From an optimization exercise on the open Yosys and OpenROAD flow, aimed at small area; shortcuts taken in it are not production practice.
Only simulation tests tie the RTL to the original design; equivalence was not proved.
No activity file was given, so power comes from the tool's default toggle rates.

==> inputs of nickel <==
==> flow/design.v (excerpt) <==
module top(
    input  wire clk,
    input  wire rst_n,
    input  wire dq_in,
    output wire dq_oe,
    input  wire rx,
    output wire tx,
    output wire SH_CP,
    output wire ST_CP,
    output wire DS
);
Settings: LEC_CHECK=0, ABC_AREA=1, CAP_MARGIN=20, CORE_MARGIN=2, CORE_UTILIZATION=70, SLEW_MARGIN=20; clock period 100.0 ns.
run.sh (not shown) runs the stock make flow with config.mk's settings and CLKGATE_MAP_FILE= SYNTH_SCRIPT=/design/flow/synth_recipe.tcl, a recipe that flattens the netlist after the stock synthesis.
==> inputs of cedar, as changes to nickel <==
--- a/flow/design.v
+++ b/flow/design.v
@@ -35,13 +35,13 @@
     reg        set_flag, convert_read;
     reg [1:0]  set_byte;
     reg [1:0]  cmd;
     reg [16:0] C;
     reg [1:0]  cmd_r;
     reg [11:0] cnt_60;       
-    reg        end_init, end_bit, start_flag, cnt_byte;
+    reg        start_flag, cnt_byte;
     reg [2:0]  cnt_bit;
     reg        ok;
     reg [1:0]  ratio_num;
     reg        ratio_en;
     reg [11:0] R;            
     reg        samp;
@@ -56,22 +56,24 @@
     wire pres    = cmd_r == 2'd1;
     wire c_49999 = C[15:0] == 16'd49999;
     wire end_1000 = pres && c_49999;
     wire xb       = cmd_r == 2'd2 && !convert_read;
     wire end_1ms  = st_idle && (pres ? (C[15:0] == 16'd0) : xb ? (C == 17'd21998) : c_49999);
     wire end_750  = st_wait && C == 17'd99999;
+    wire end_init   = pres && C == 17'd0;
+    wire end_bit    = !start_flag && cmd == 2'd0;
     wire init2idle  = st_init && !ok && end_init;
     wire init2skrom = st_init && ok && end_init;
     wire skrom2set  = st_skrom && set_flag && end_bit;
     wire skrom2conv = st_skrom && !convert_read && end_bit;
     wire skrom2read = st_skrom && convert_read && end_bit;
     wire add_byte   = st_set && end_bit;
     wire set2idle   = add_byte && set_byte == 2'd3;
-    wire conv2wait  = st_conv && ok;
-    wire read2rdt   = st_read && ok;
-    wire rdt2idle   = st_rdt && ok;
+    wire conv2wait  = st_conv && end_bit;
+    wire read2rdt   = st_read && end_bit;
+    wire rdt2idle   = st_rdt && end_bit && !cnt_byte;
     reg [2:0] ns;
     always @(*) begin
         ns = cs;
         case (cs)
             S_IDLE:  if (end_1ms) ns = S_INIT;
             S_INIT:  if (init2idle) ns = S_IDLE; else if (init2skrom) ns = S_SKROM;
@@ -120,12 +122,13 @@
             if (add_byte) set_byte <= set_byte + 2'd1;
             if (end_1ms) cmd <= 2'd1;
             else if (init2skrom || skrom2set || skrom2conv || skrom2read || add_byte) cmd <= 2'd2;
             else if (read2rdt) cmd <= 2'd3;
             else cmd <= 2'd0;
             if (pres) C <= (cmd[1] || c_49999) ? 17'd0 : C + 17'd1;
+            else if (cmd == 2'd1) C <= 17'h10000;
             else if (st_idle) begin
                 if (xb && start_flag) C <= (end_us && cnt_bit != 3'd7) ? 17'd0 : C + 17'd1;
                 else if (xb) C <= (C == 17'd0 || end_1ms) ? 17'd0 : C + 17'd1;
                 else C <= c_49999 ? 17'd0 : C + 17'd1;
             end
             else if (st_wait) C <= end_750 ? 17'd0 : C + 17'd1;
@@ -137,17 +140,13 @@
             if (cmd_r != 2'd3) cnt_byte <= 1'b0;
             else if (end_cnt_bit) cnt_byte <= ~cnt_byte;
         end
     always @(posedge clk) begin
         if (!pres) cnt_60 <= 12'd0;
         else if (add_60) cnt_60 <= end_1000 ? 12'd0 : (cnt_60 == 12'd2999) ? cnt_60 : cnt_60 + 12'd1;
-        end_init <= end_1000;
-        end_bit <= end_cnt_bit;
-        ok <= pres ? (end_1000 && cnt_60 >= 12'd2999) :
-              (cmd_r == 2'd2) ? end_cnt_bit :
-              (cmd_r == 2'd3) ? (cnt_byte && end_cnt_bit) : 1'b0;
+        ok <= end_1000 && cnt_60 >= 12'd2999;
     end
     assign dq_oe = pres ? (C[15:0] <= 16'd24999) :
                    (cmd_r == 2'd0) ? 1'b0 :
                    !start_flag ? 1'b1 :
                    (cmd_r == 2'd2) ? (sd[cnt_bit] ? (cu <= 12'd349) : (cu <= 12'd3499)) :
                    (cu <= 12'd150);
@@ -215,19 +214,34 @@
     assign SH_CP = sh_r;
     assign ST_CP = st_r;
     assign DS    = ds_r;
     localparam R_IDLE = 2'd0, R_START = 2'd1, R_RECV = 2'd2, R_STOP = 2'd3;
     reg        rx0, rx1, rx2;
     reg [1:0]  rs;
-    reg [8:0]  rcnt;
+    function [8:0] lfsr_step;
+        input [8:0] v;
+        lfsr_step = {v[7:0], v[8] ^ v[4]};
+    endfunction
+    function [8:0] lfsr_at;      
+        input integer n;
+        integer k;
+        reg [8:0] v;
+        begin
+            v = 9'h001;
+            for (k = 0; k < n; k = k + 1) v = lfsr_step(v);
+            lfsr_at = v;
+        end
+    endfunction
+    localparam [8:0] L215 = lfsr_at(215), L433 = lfsr_at(433);
+    reg [8:0]  rcnt;         
     reg [2:0]  rbit;
     reg        chk, rx_done, ratio_en2;
     reg        rb0, rb1, a9, aL;
     wire nedge = ~rx1 & rx2;
-    wire end_r = rs != R_IDLE && rcnt == 9'd433;
-    wire half  = rcnt == 9'd215;
+    wire end_r = rs != R_IDLE && rcnt == L433;
+    wire half  = rcnt == L215;
     always @(posedge clk or negedge rst_n)
         if (!rst_n) begin
             rx0 <= 1'b0; rx1 <= 1'b0; rx2 <= 1'b0; rs <= R_IDLE; rbit <= 3'd0;
             rx_done <= 1'b0; ratio_en <= 1'b0; ratio_en2 <= 1'b0; ratio_num <= 2'd0;
         end else begin
             rx0 <= rx; rx1 <= rx0; rx2 <= rx1;
@@ -246,13 +260,13 @@
             if (ratio_en2) begin
                 if (a9) ratio_num <= 2'd3;
                 else if (aL && (rb0 || rb1)) ratio_num <= ~{rb1, rb0};
             end
         end
     always @(posedge clk) begin
-        rcnt <= (rs == R_IDLE || end_r) ? 9'd0 : rcnt + 9'd1;
+        rcnt <= (rs == R_IDLE || end_r) ? 9'h001 : lfsr_step(rcnt);
         case (rs)
             R_IDLE, R_RECV: chk <= 1'b1;
             R_START: if (half) chk <= ~rx2;
             default: if (half) chk <= rx2;
         endcase
         if (rs == R_RECV && half) begin
@@ -293,18 +307,33 @@
                                   default: fdig = 4'd9; endcase
             endcase
         end
     endfunction
     localparam T_IDLE = 2'd0, T_START = 2'd1, T_SEND = 2'd2, T_STOP = 2'd3;
     reg [1:0]  ts;
-    reg [8:0]  tcnt;
+    function [8:0] lfsr_step;
+        input [8:0] v;
+        lfsr_step = {v[7:0], v[8] ^ v[4]};
+    endfunction
+    function [8:0] lfsr_at;      
+        input integer n;
+        integer k;
+        reg [8:0] v;
+        begin
+            v = 9'h001;
+            for (k = 0; k < n; k = k + 1) v = lfsr_step(v);
+            lfsr_at = v;
+        end
+    endfunction
+    localparam [8:0] L1 = lfsr_at(1), L432 = lfsr_at(432), L433 = lfsr_at(433);
+    reg [8:0]  tcnt;         
     reg [2:0]  tbit;
     reg        tx_done, tx_r, tx_start, sign_l;
     reg [3:0]  bcnt;
     reg [11:0] mr;           
-    wire end_t = ts != T_IDLE && tcnt == 9'd433;
+    wire end_t = ts != T_IDLE && tcnt == L433;
     wire add_b = tx_done && tx_start;
     wire end_b = add_b && bcnt == 4'd15;
     reg [7:0] tbyte;
     always @(*) begin
         case (bcnt)
             4'd0:  tbyte = 8'hce;
@@ -337,20 +366,20 @@
                 default: if (end_t) ts <= T_IDLE;
             endcase
             if (ts == T_SEND && end_t) tbit <= tbit + 3'd1;
             if (end_b) tx_start <= 1'b0;
             else if (end_1s) tx_start <= 1'b1;
             if (add_b) bcnt <= bcnt + 4'd1;
-            if (ts == T_START && tcnt == 9'd1 && !tx_start) mr <= dig;
+            if (ts == T_START && tcnt == L1 && !tx_start) mr <= dig;
         end
     always @(posedge clk) begin
-        tcnt <= (ts == T_IDLE || end_t) ? 9'd0 : tcnt + 9'd1;
+        tcnt <= (ts == T_IDLE || end_t) ? 9'h001 : lfsr_step(tcnt);
         tx_done <= ts == T_STOP && end_t;
         case (ts)
             T_START: tx_r <= 1'b0;
             T_SEND:  tx_r <= tbyte[tbit];
             default: tx_r <= 1'b1;
         endcase
-        if (ts == T_START && tcnt == 9'd432) sign_l <= sign_live;
+        if (ts == T_START && tcnt == L432) sign_l <= sign_live;
     end
     assign tx = tx_r;
 endmodule
Settings changed: CORE_UTILIZATION 70 to 80, CTS_BUF_LIST set to sky130_fd_sc_hd__clkbuf_4 sky130_fd_sc_hd__clkbuf_8.
==> key figures <==
Status
  – Status: no timing/DRC/antenna violations

Critical path
  – Sum of buffers and inverters on the critical path: 2
  – Crit path DAT: 3.05 ns

Power
  – Combinational power: 8.63 uW
  – Switch share: 27.51%
  – Top power group: sequential cells

Yosys
  – Post-Synth Simple-Gate Area: 29.06%
  – Seq/Total Area, Yosys: 35.97%
  – Post-synth ARST share: 70.14%

Global route
  – Vias in the first global route: 8646
Source of the figures above: cedar

==> key figures <==
Critical path
  – Sum of buffers and inverters on the critical path: 3

Power
  – Top power group: the clock network
  – Switch share: 25.46%

Yosys
  – Post-Synth Simple-Gate Area: 28.63%
  – Post-synth ARST share: 69.18%

Status
  – Status: no timing/DRC/antenna violations

Global route
  – Vias in the first global route: 8421
Source of the figures above: nickel

## port drivers added, routing unchanged
In the flow no input, the clock included, has a driving cell. The finished layouts below were timed again as built, in two steps.
Step 1 sets driving cells, clkbuf_16 on the clock port and buf_2 on the other inputs (assumed; they add their load-dependent delay and slew).
Step 2 also shifts input and output timing later by t, the mid clock arrival at the registers, as if the neighbouring blocks saw the same clock.
Three values: ideal ports, drivers, drivers and shift; two values: the first two.
run | t, ns | slack for setup (ns) | worst hold slack (ns) | worst slew at a driven data input, ns
nickel | 0.473 | 76.897 / 76.852 / 77.325 | 0.373 / 0.373 / 0.373 | 0.03
cedar | 0.494 | 76.948 / 76.909 / 77.403 | 0.354 / 0.354 / 0.354 | 0.03
After both steps every run listed still meets setup and hold.
